Source: an optimization exercise on an open RTL-to-GDS flow (aim: small area, a short achievable clock period and few clock cycles). Production flows keep margins and buffers that such runs may drop. RTL that was checked went through simulation tests only; none was proved equivalent to the original. No activity file was given, so power comes from the tool's default toggle rates.

job 3500:
## RISC_V_Pipeline
module RISC_V_Pipeline(clk, rst, imem_addr, imem_rdata, dmem_addr, dmem_wdata, dmem_we, dmem_rdata);
Size in the first run: about 4600 cells after synthesis, about 160 I/O pins, about 58000 um^2 of cells after synthesis.
Settings: LEC_CHECK=0, CAP_MARGIN=20, CORE_MARGIN=2, CORE_UTILIZATION=45, CTS_CLUSTER_DIAMETER=70, CTS_CLUSTER_SIZE=26, PLACE_DENSITY=0.62, SETUP_SLACK_MARGIN=5, SLEW_MARGIN=20, SYNTH_HIERARCHICAL=1; clock period 11.0 ns.
standard.sh (not shown) runs the stock make flow with config.mk's settings and CLKGATE_MAP_FILE= SYNTH_SCRIPT=/design/flow/synth_recipe.tcl, a recipe that flattens the netlist after the stock synthesis.
==> flow/flow/run.sh <==
#!/bin/bash
set -euo pipefail
ARGS=(SETUP_SLACK_MARGIN=7 'BUFFER_PORTS_ARGS=-buffer_cell sky130_fd_sc_hd__buf_2')
bash standard.sh "${ARGS[@]}" synth > synth.log 2>&1
SYNTH_ODB=orfs/results/$FLOW_PLATFORM/RISC_V_Pipeline/base/1_synth.odb openroad -no_init -exit flow/downsize.tcl > downsize.log 2>&1
bash standard.sh "${ARGS[@]}" finish > standard.log 2>&1
==> flow/flow/downsize.tcl <==
# Set every combinational cell of the synthesized netlist to its drive
# strength 1 (where the library has one); placement and timing repair then
# size up only the cells that need it. Flip-flops are left as synthesized.
read_db $::env(SYNTH_ODB)
set db [ord::get_db]
set n 0
foreach inst [[ord::get_db_block] getInsts] {
    set name [[$inst getMaster] getName]
    if {[regexp {^sky130_fd_sc_hd__([a-z0-9]+)_([0-9]+)$} $name -> base drv]} {
        if {$drv > 1 && ![regexp {^(df|edf|sdf|dl|conb|tap|fill|decap|clk)} $base]} {
            set m [$db findMaster "sky130_fd_sc_hd__${base}_1"]
            if {$m ne "NULL"} {
                $inst swapMaster $m
                incr n
            }
        }
    }
}
puts "downsized $n cells"
write_db $::env(SYNTH_ODB)
Modified inputs, job 1852 compared to job 3500
--- a/flow/design.v
+++ b/flow/design.v
@@ -130,14 +130,15 @@
     reg        rdr;           
     reg [3:0]  rdrO;          
     reg [31:0] rdrT;
     reg [31:0] irX;
     reg        vX;
     reg [31:0] altX;          
     reg [31:1] selA, selB;    
+    reg [31:1] selA2, selB2;  
     reg        fwdA, fwdB;    
     reg        fwdSD;         
     reg xLoad, xStore, xJalr, xImm, xWr;
     reg xAddB, xAddNB;        
     reg xAddNI;               
     reg xCin;                 
     reg xEq, xNe, xLt, xGe;   
@@ -172,16 +173,16 @@
     generate
         for (j = 0; j < 32; j = j + 1) begin : rdbit
             wire [30:0] col;
             for (r = 1; r < 32; r = r + 1) begin : c
                 assign col[r-1] = rf[r][j];
             end
             wire a0, a1, b0, b1, fa_n, fb_n;
-            ReadBit ra(.r(col), .s(selA), .n0(a0), .n1(a1));
-            ReadBit rb(.r(col), .s(selB), .n0(b0), .n1(b1));
+            ReadBit ra(.r(col), .s(j < 16 ? selA : selA2), .n0(a0), .n1(a1));
+            ReadBit rb(.r(col), .s(j < 16 ? selB : selB2), .n0(b0), .n1(b1));
             G_NAND2 fan(.a(fwdA), .b(mRes[j]), .y(fa_n));
             G_NAND2 fbn(.a(fwdB), .b(mRes[j]), .y(fb_n));
             G_NAND3 ao(.a(a0), .b(a1), .c(fa_n), .y(a[j]));
             G_NAND3 bo(.a(b0), .b(b1), .c(fb_n), .y(b[j]));
         end
     endgenerate
     wire [31:0] tImm = ({32{xImm}} & imm) | ({32{xAddNI}} & ~imm);
@@ -254,22 +255,31 @@
     IncDec #(11) hiIncDec(.x(fa[31:21]), .inc(hiInc), .dec(hiDec));
     wire [10:0] hiIfC = bwd ? fa[31:21] : hiInc;
     wire [10:0] hiIfNC = bwd ? hiDec : fa[31:21];
     wire xWrites = vX & xWr;
     wire matchA = xWrites & (rd == rs1F);
     wire matchB = xWrites & (rd == rs2F);
     wire hold = xLoad & ((matchA & useRs1F) | (matchB & useRs2F));
-    reg [31:1] selAF, selBF;
+    reg [31:1] selAF, selBF, decA, decB;
     integer k;
     always @(*) begin
         for (k = 1; k < 32; k = k + 1) begin
-            selAF[k] = (rs1F == k) & ~matchA;
-            selBF[k] = (rs2F == k) & ~matchB;
+            decA[k] = (rs1F == k);
+            decB[k] = (rs2F == k);
+            selAF[k] = decA[k] & ~matchA;
+            selBF[k] = decB[k] & ~matchB;
         end
     end
+    wire [31:1] selAF2, selBF2;
+    generate
+        for (j = 1; j < 32; j = j + 1) begin : sd
+            G_ANDN ga(.a(decA[j]), .bn(matchA), .y(selAF2[j]));
+            G_ANDN gb(.a(decB[j]), .bn(matchB), .y(selBF2[j]));
+        end
+    endgenerate
     wire takeP = ~hold & predF;
     wire takeA = pB & ~bwd;
     wire [31:0] seqNext = hold ? fa : fa4;
     wire [10:0] pcHiC = takeP ? hiIfC : seqNext[31:21];
     wire [10:0] pcHiNC = takeP ? hiIfNC : seqNext[31:21];
     wire [10:0] altHiC = takeA ? hiIfC : fa4[31:21];
     wire [10:0] altHiNC = takeA ? hiIfNC : fa4[31:21];
@@ -306,14 +316,16 @@
         end
     end
     always @(posedge clk) begin
         irX <= imem_rdata;
         altX <= altNext;
         selA <= selAF;
         selB <= selBF;
+        selA2 <= selAF2;
+        selB2 <= selBF2;
         fwdA <= matchA & ~xLoad;
         fwdB <= matchB & ~xLoad;
         fwdSD <= matchB & xLoad;
         xLoad <= fLoad;
         xStore <= fS;
         xJalr <= fJalr;
         xImm <= (fI & ~f3F[1]) | fLoad | fS | fJalr;
Findings:
Job 1852: worst-case hold slack lower than job 3500
Job 1852 vs job 3500: final worst-path cycle share down
Relative to job 3500, number of multi-input combinational cells has increased by 6.3% in job 1852.
The final reports for job 1852 and job 3500 show number of instances in the synthesized netlist higher in the former.
Job 1852 vs job 3500 — non-filler instance count after layout rose 278.
Job 3500 vs job 1852, launching element of the worst setup path: selA[23] vs selB[15]
The run showing the greater worst slack at placement is job 3500.
Compared with job 3500, job 1852 degrades final area.
In the flow results for job 1852 and job 3500, the top fanout value on the critical path is larger on job 3500.
Testbench counts of job 1852, summed over its fixed seeds: cycles 19,810.
Only the layout flow was run in job 3500; the RTL was not checked for function there.

* * *

RISC_V_Pipeline, a different RTL version from the one above (not shown whole).
Size in the first run: about 4,600 cells after synthesis, roughly 160 I/O pins.
Design RISC_V_Pipeline, start of the top module:
module RISC_V_Pipeline(clk, rst, imem_addr, imem_rdata, dmem_addr, dmem_wdata, dmem_we, dmem_rdata);
clock: 11.0 ns
lec_check: 0
cap_margin: 20
core_margin: 2
core_utilization: 40
cts_cluster_diameter: 70
cts_cluster_size: 26
place_density: 0.5
setup_slack_margin: 5
slew_margin: 20
synth_hierarchical: 1
Scripts as last shown in full above: flow/flow/run.sh, flow/flow/downsize.tcl
==> next run, changes <==
--- a/flow/design.v
+++ b/flow/design.v
@@ -130,14 +130,15 @@
     reg        rdr;           
     reg [3:0]  rdrO;          
     reg [31:0] rdrT;
     reg [31:0] irX;
     reg        vX;
     reg [31:0] altX;          
     reg [31:1] selA, selB;    
+    reg [31:1] selA2, selB2;  
     reg        fwdA, fwdB;    
     reg        fwdSD;         
     reg xLoad, xStore, xJalr, xImm, xWr;
     reg xAddB, xAddNB;        
     reg xAddNI;               
     reg xCin;                 
     reg xEq, xNe, xLt, xGe;   
@@ -172,16 +173,16 @@
     generate
         for (j = 0; j < 32; j = j + 1) begin : rdbit
             wire [30:0] col;
             for (r = 1; r < 32; r = r + 1) begin : c
                 assign col[r-1] = rf[r][j];
             end
             wire a0, a1, b0, b1, fa_n, fb_n;
-            ReadBit ra(.r(col), .s(selA), .n0(a0), .n1(a1));
-            ReadBit rb(.r(col), .s(selB), .n0(b0), .n1(b1));
+            ReadBit ra(.r(col), .s(j < 16 ? selA : selA2), .n0(a0), .n1(a1));
+            ReadBit rb(.r(col), .s(j < 16 ? selB : selB2), .n0(b0), .n1(b1));
             G_NAND2 fan(.a(fwdA), .b(mRes[j]), .y(fa_n));
             G_NAND2 fbn(.a(fwdB), .b(mRes[j]), .y(fb_n));
             G_NAND3 ao(.a(a0), .b(a1), .c(fa_n), .y(a[j]));
             G_NAND3 bo(.a(b0), .b(b1), .c(fb_n), .y(b[j]));
         end
     endgenerate
     wire [31:0] tImm = ({32{xImm}} & imm) | ({32{xAddNI}} & ~imm);
@@ -256,22 +257,31 @@
     IncDec #(11) hiIncDec(.x(fa[31:21]), .inc(hiInc), .dec(hiDec));
     wire [10:0] hiIfC = bwd ? fa[31:21] : hiInc;
     wire [10:0] hiIfNC = bwd ? hiDec : fa[31:21];
     wire xWrites = vX & xWr;
     wire matchA = xWrites & (rd == rs1F);
     wire matchB = xWrites & (rd == rs2F);
     wire hold = xLoad & ((matchA & useRs1F) | (matchB & useRs2F));
-    reg [31:1] selAF, selBF;
+    reg [31:1] selAF, selBF, decA, decB;
     integer k;
     always @(*) begin
         for (k = 1; k < 32; k = k + 1) begin
-            selAF[k] = (rs1F == k) & ~matchA;
-            selBF[k] = (rs2F == k) & ~matchB;
+            decA[k] = (rs1F == k);
+            decB[k] = (rs2F == k);
+            selAF[k] = decA[k] & ~matchA;
+            selBF[k] = decB[k] & ~matchB;
         end
     end
+    wire [31:1] selAF2, selBF2;
+    generate
+        for (j = 1; j < 32; j = j + 1) begin : sd
+            G_ANDN ga(.a(decA[j]), .bn(matchA), .y(selAF2[j]));
+            G_ANDN gb(.a(decB[j]), .bn(matchB), .y(selBF2[j]));
+        end
+    endgenerate
     wire takeP = ~hold & predF;
     wire takeA = pB & ~bwd;
     wire [31:0] seqNext = hold ? fa : fa4;
     wire [10:0] pcHiC = takeP ? hiIfC : seqNext[31:21];
     wire [10:0] pcHiNC = takeP ? hiIfNC : seqNext[31:21];
     wire [10:0] altHiC = takeA ? hiIfC : fa4[31:21];
     wire [10:0] altHiNC = takeA ? hiIfNC : fa4[31:21];
@@ -306,14 +316,16 @@
         end
     end
     always @(posedge clk) begin
         irX <= imem_rdata;
         altX <= altNext;
         selA <= selAF;
         selB <= selBF;
+        selA2 <= selAF2;
+        selB2 <= selBF2;
         fwdA <= matchA & ~xLoad;
         fwdB <= matchB & ~xLoad;
         fwdSD <= matchB & xLoad;
         xLoad <= fLoad;
         xStore <= fS;
         xJalr <= fJalr;
         xImm <= (fI & ~f3F[1]) | fLoad | fS | fJalr;
=> The new run ran to the end with no violations; wire length stays flat; final area rose by about 2.3%; worst setup slack gains 0.060 ns; die area rises by about 4%; combinational power is lower by about 6%; worst hold slack loses 0.053 ns; core utilization came out lower by 0.52 points; final cell count rises by 3.6%; non-clock buffer count went down by 39.
Function was not checked in any run of this note: the RTL went through the layout flow alone.

* * *

Setup of the baseline:
RISC_V_Pipeline, a different RTL version from the one above (not shown whole).
Size: ~160 I/O pins, roughly 57000 um2 of cells after synthesis.
Settings: LEC_CHECK=0, CAP_MARGIN=20, CORE_MARGIN=2, CORE_UTILIZATION=40, CTS_CLUSTER_DIAMETER=70, CTS_CLUSTER_SIZE=26, PLACE_DENSITY=0.5, SETUP_SLACK_MARGIN=5, SLEW_MARGIN=20, SYNTH_HIERARCHICAL=1; clock period 11.0 ns.
Scripts as last shown in full above: flow/flow/run.sh, flow/flow/downsize.tcl
> inputs changed (the baseline -> the candidate)
--- a/flow/design.v
+++ b/flow/design.v
@@ -9,37 +9,25 @@
 module G_AOI22(a, b, c, d, y); input a, b, c, d; output y; assign y = ~((a & b) | (c & d)); endmodule
 module G_AO21(a, b, c, y);     input a, b, c;    output y; assign y = (a & b) | c; endmodule
 module G_XOR2(a, b, y);        input a, b;       output y; assign y = a ^ b; endmodule
 module G_XNOR2(a, b, y);       input a, b;       output y; assign y = ~(a ^ b); endmodule
 module G_ANDN(a, bn, y);       input a, bn;      output y; assign y = a & ~bn; endmodule
 module G_MUX2I(a0, a1, s, y);  input a0, a1, s;  output y; assign y = ~(s ? a1 : a0); endmodule
 module G_MUX2(a0, a1, s, y);   input a0, a1, s;  output y; assign y = s ? a1 : a0; endmodule
 module G_NOR3(a, b, c, y);     input a, b, c;    output y; assign y = ~(a | b | c); endmodule
 module ReadBit(r, s, n0, n1);
     input [30:0] r, s;
     output n0, n1;
-    wire [15:0] t;    
-    wire [3:0] q;     
-    genvar i;
-    generate
-        for (i = 0; i < 15; i = i + 1) begin : pr
-            G_AOI22 g(.a(r[2*i]), .b(s[2*i]), .c(r[2*i+1]), .d(s[2*i+1]), .y(t[i]));
-        end
-    endgenerate
-    G_NAND2 last(.a(r[30]), .b(s[30]), .y(t[15]));
-    G_NAND4 q0(.a(t[0]),  .b(t[1]),  .c(t[2]),  .d(t[3]),  .y(q[0]));
-    G_NAND4 q1(.a(t[4]),  .b(t[5]),  .c(t[6]),  .d(t[7]),  .y(q[1]));
-    G_NAND4 q2(.a(t[8]),  .b(t[9]),  .c(t[10]), .d(t[11]), .y(q[2]));
-    G_NAND4 q3(.a(t[12]), .b(t[13]), .c(t[14]), .d(t[15]), .y(q[3]));
-    G_NOR2 h0(.a(q[0]), .b(q[1]), .y(n0));
-    G_NOR2 h1(.a(q[2]), .b(q[3]), .y(n1));
+    wire [30:0] m = r & s;
+    assign n0 = ~(|m[15:0]);
+    assign n1 = ~(|m[30:16]);
 endmodule
 module IncDec(x, inc, dec);
     parameter N = 11;
     input [N-1:0] x;
     output [N-1:0] inc, dec;
     assign inc = x + 1'b1;
     assign dec = x - 1'b1;
 endmodule
 module Inc4(x, y);
     input [31:0] x;
     output [31:0] y;
@@ -190,51 +178,41 @@
     wire [31:0] sum;
     wire nCout, eqB;
     generate
         for (j = 0; j < 32; j = j + 1) begin : opm
             G_MUX2I m(.a0(vOp[j]), .a1(uOp[j]), .s(b[j]), .y(nOpAdd[j]));
         end
     endgenerate
     KSAdder #(32) adder(.x(a), .ny(nOpAdd), .cin(xCin), .s(sum), .ncout(nCout), .eq(eqB));
     wire [31:0] opB = (xImm | xAddNI) ? imm : b;
     wire ltu = nCout;
     wire lts = (a[31] ^ opB[31]) ? a[31] : ltu;
-    wire [31:0] resOther = ({32{rSlt}} & {31'd0, lts}) |
+    wire [31:0] result = ({32{rSum}} & sum) |
+                         ({32{rSlt}} & {31'd0, lts}) |
                          ({32{rSltu}} & {31'd0, ltu}) |
                          ({32{rXor}} & (a ^ opB)) |
                          ({32{rOr}} & (a | opB)) |
                          ({32{rAnd}} & (a & opB)) |
                          ({32{rLui}} & immU) |
                          ({32{rLink}} & altX);
-    wire [31:0] result;
-    generate
-        for (j = 0; j < 32; j = j + 1) begin : rs
-            G_AO21 m(.a(sum[j]), .b(rSum), .c(resOther[j]), .y(result[j]));
-        end
-    endgenerate
     wire sgnDiff = a[31] ^ opB[31];
     wire ltIfC = sgnDiff ? (a[31] ? xLt : xGe) : xLt;     
     wire ltIfNC = sgnDiff ? (a[31] ? xLt : xGe) : xGe;    
     wire tLt, tEq, nRedir;
     G_MUX2 mlt(.a0(ltIfNC), .a1(ltIfC), .s(nCout), .y(tLt));
     G_MUX2 meq(.a0(xNe), .a1(xEq), .s(eqB), .y(tEq));
     G_NOR3 rd3(.a(tLt), .b(tEq), .c(xJalr), .y(nRedir));
     wire redirect, redirectO;
     G_ANDN rda(.a(vX), .bn(nRedir), .y(redirect));
     G_ANDN rdb(.a(vX), .bn(nRedir), .y(redirectO));
-    wire [31:0] target;
-    generate
-        for (j = 0; j < 32; j = j + 1) begin : tg
-            G_MUX2 m(.a0(altX[j]), .a1(sum[j]), .s(xJalr), .y(target[j]));
-        end
-    endgenerate
+    wire [31:0] target = xJalr ? sum : altX;
     wire [6:0] opcF = imem_rdata[6:0];
     wire [2:0] f3F  = imem_rdata[14:12];
     wire [4:0] rdF  = imem_rdata[11:7];
     wire [4:0] rs1F = imem_rdata[19:15];
     wire [4:0] rs2F = imem_rdata[24:20];
     wire fR = opcF == OP_R, fI = opcF == OP_I, fLoad = opcF == OP_LOAD, fS = opcF == OP_S,
          fB = opcF == OP_B, fJalr = opcF == OP_JALR, fJal = opcF == OP_JAL, fLui = opcF == OP_LUI;
     wire fAlu = fR | fI;
     wire useRs1F = fAlu | fLoad | fS | fB | fJalr;
     wire useRs2F = fR | fB;            
     wire pJal = opcF[3];
- For the final weighted congestion in routability-driven placement, the candidate came in about 2% lower than the baseline did.
- Diff the candidate..the baseline | wire length | negligible
- The candidate vs the baseline: number of buffers other than clock buffers in the final layout up by more than 10%
- The candidate against the baseline: worst hold slack increased 31 ps, initial cell density of the core barely changed, post-layout worst setup margin rose by 5.1 ps, worst slack at placement went down, design area now sits higher.
- Diff the baseline -> the candidate | detailed-route wire length per cell | up by a few percent
- Compared with the baseline, the candidate instantiates a smaller number of cells.
- Compared to the baseline, the candidate has time the worst path needs with I/O delays and setup 5.1 ps lower.
- There was hardly any difference in sequential power between the candidate and the baseline.
Testbench counts of the candidate, summed over its fixed seeds: cycles 19,810.
For the baseline, only the layout was checked, not whether the RTL still works.

## port drivers added, routing unchanged
The results above use ideal ports. As a check the final layouts listed here were re-extracted and re-timed, cells and wires unchanged.
Step 1, drivers: a clkbuf_16 drives clk and a buf_2 each remaining input, both assumed.
Step 2 also shifts input and output timing later by t, the mid clock arrival at the registers, as if the neighbouring blocks saw the same clock.
Three values: ideal, step 1, step 2; two values: the first two.
run | t, ns | slack for setup (ns) | worst register clock-pin slew, ns
job 3500 | 0.816 | 6.851 / 6.851 / 6.241 | 0.10 / 0.10
job 1852 | 0.793 | 6.909 / 6.909 / 6.212 | 0.10 / 0.10
the first run of note 2 | 0.831 | 6.902 / 6.902 / 6.274 | 0.11 / 0.11
the second run of note 2 | 0.826 | 6.962 / 6.909 / 6.279 | 0.10 / 0.10
the baseline | 0.829 | 6.809 / 6.735 / 6.248 | 0.10 / 0.10
the candidate | 0.822 | 6.814 / 6.736 / 6.161 | 0.10 / 0.10
After both steps setup and hold are still met in every run listed. For job 1852, which loses most, drivers alone change the setup slack by 0.000 ns; drivers and shift together by -0.697 ns.
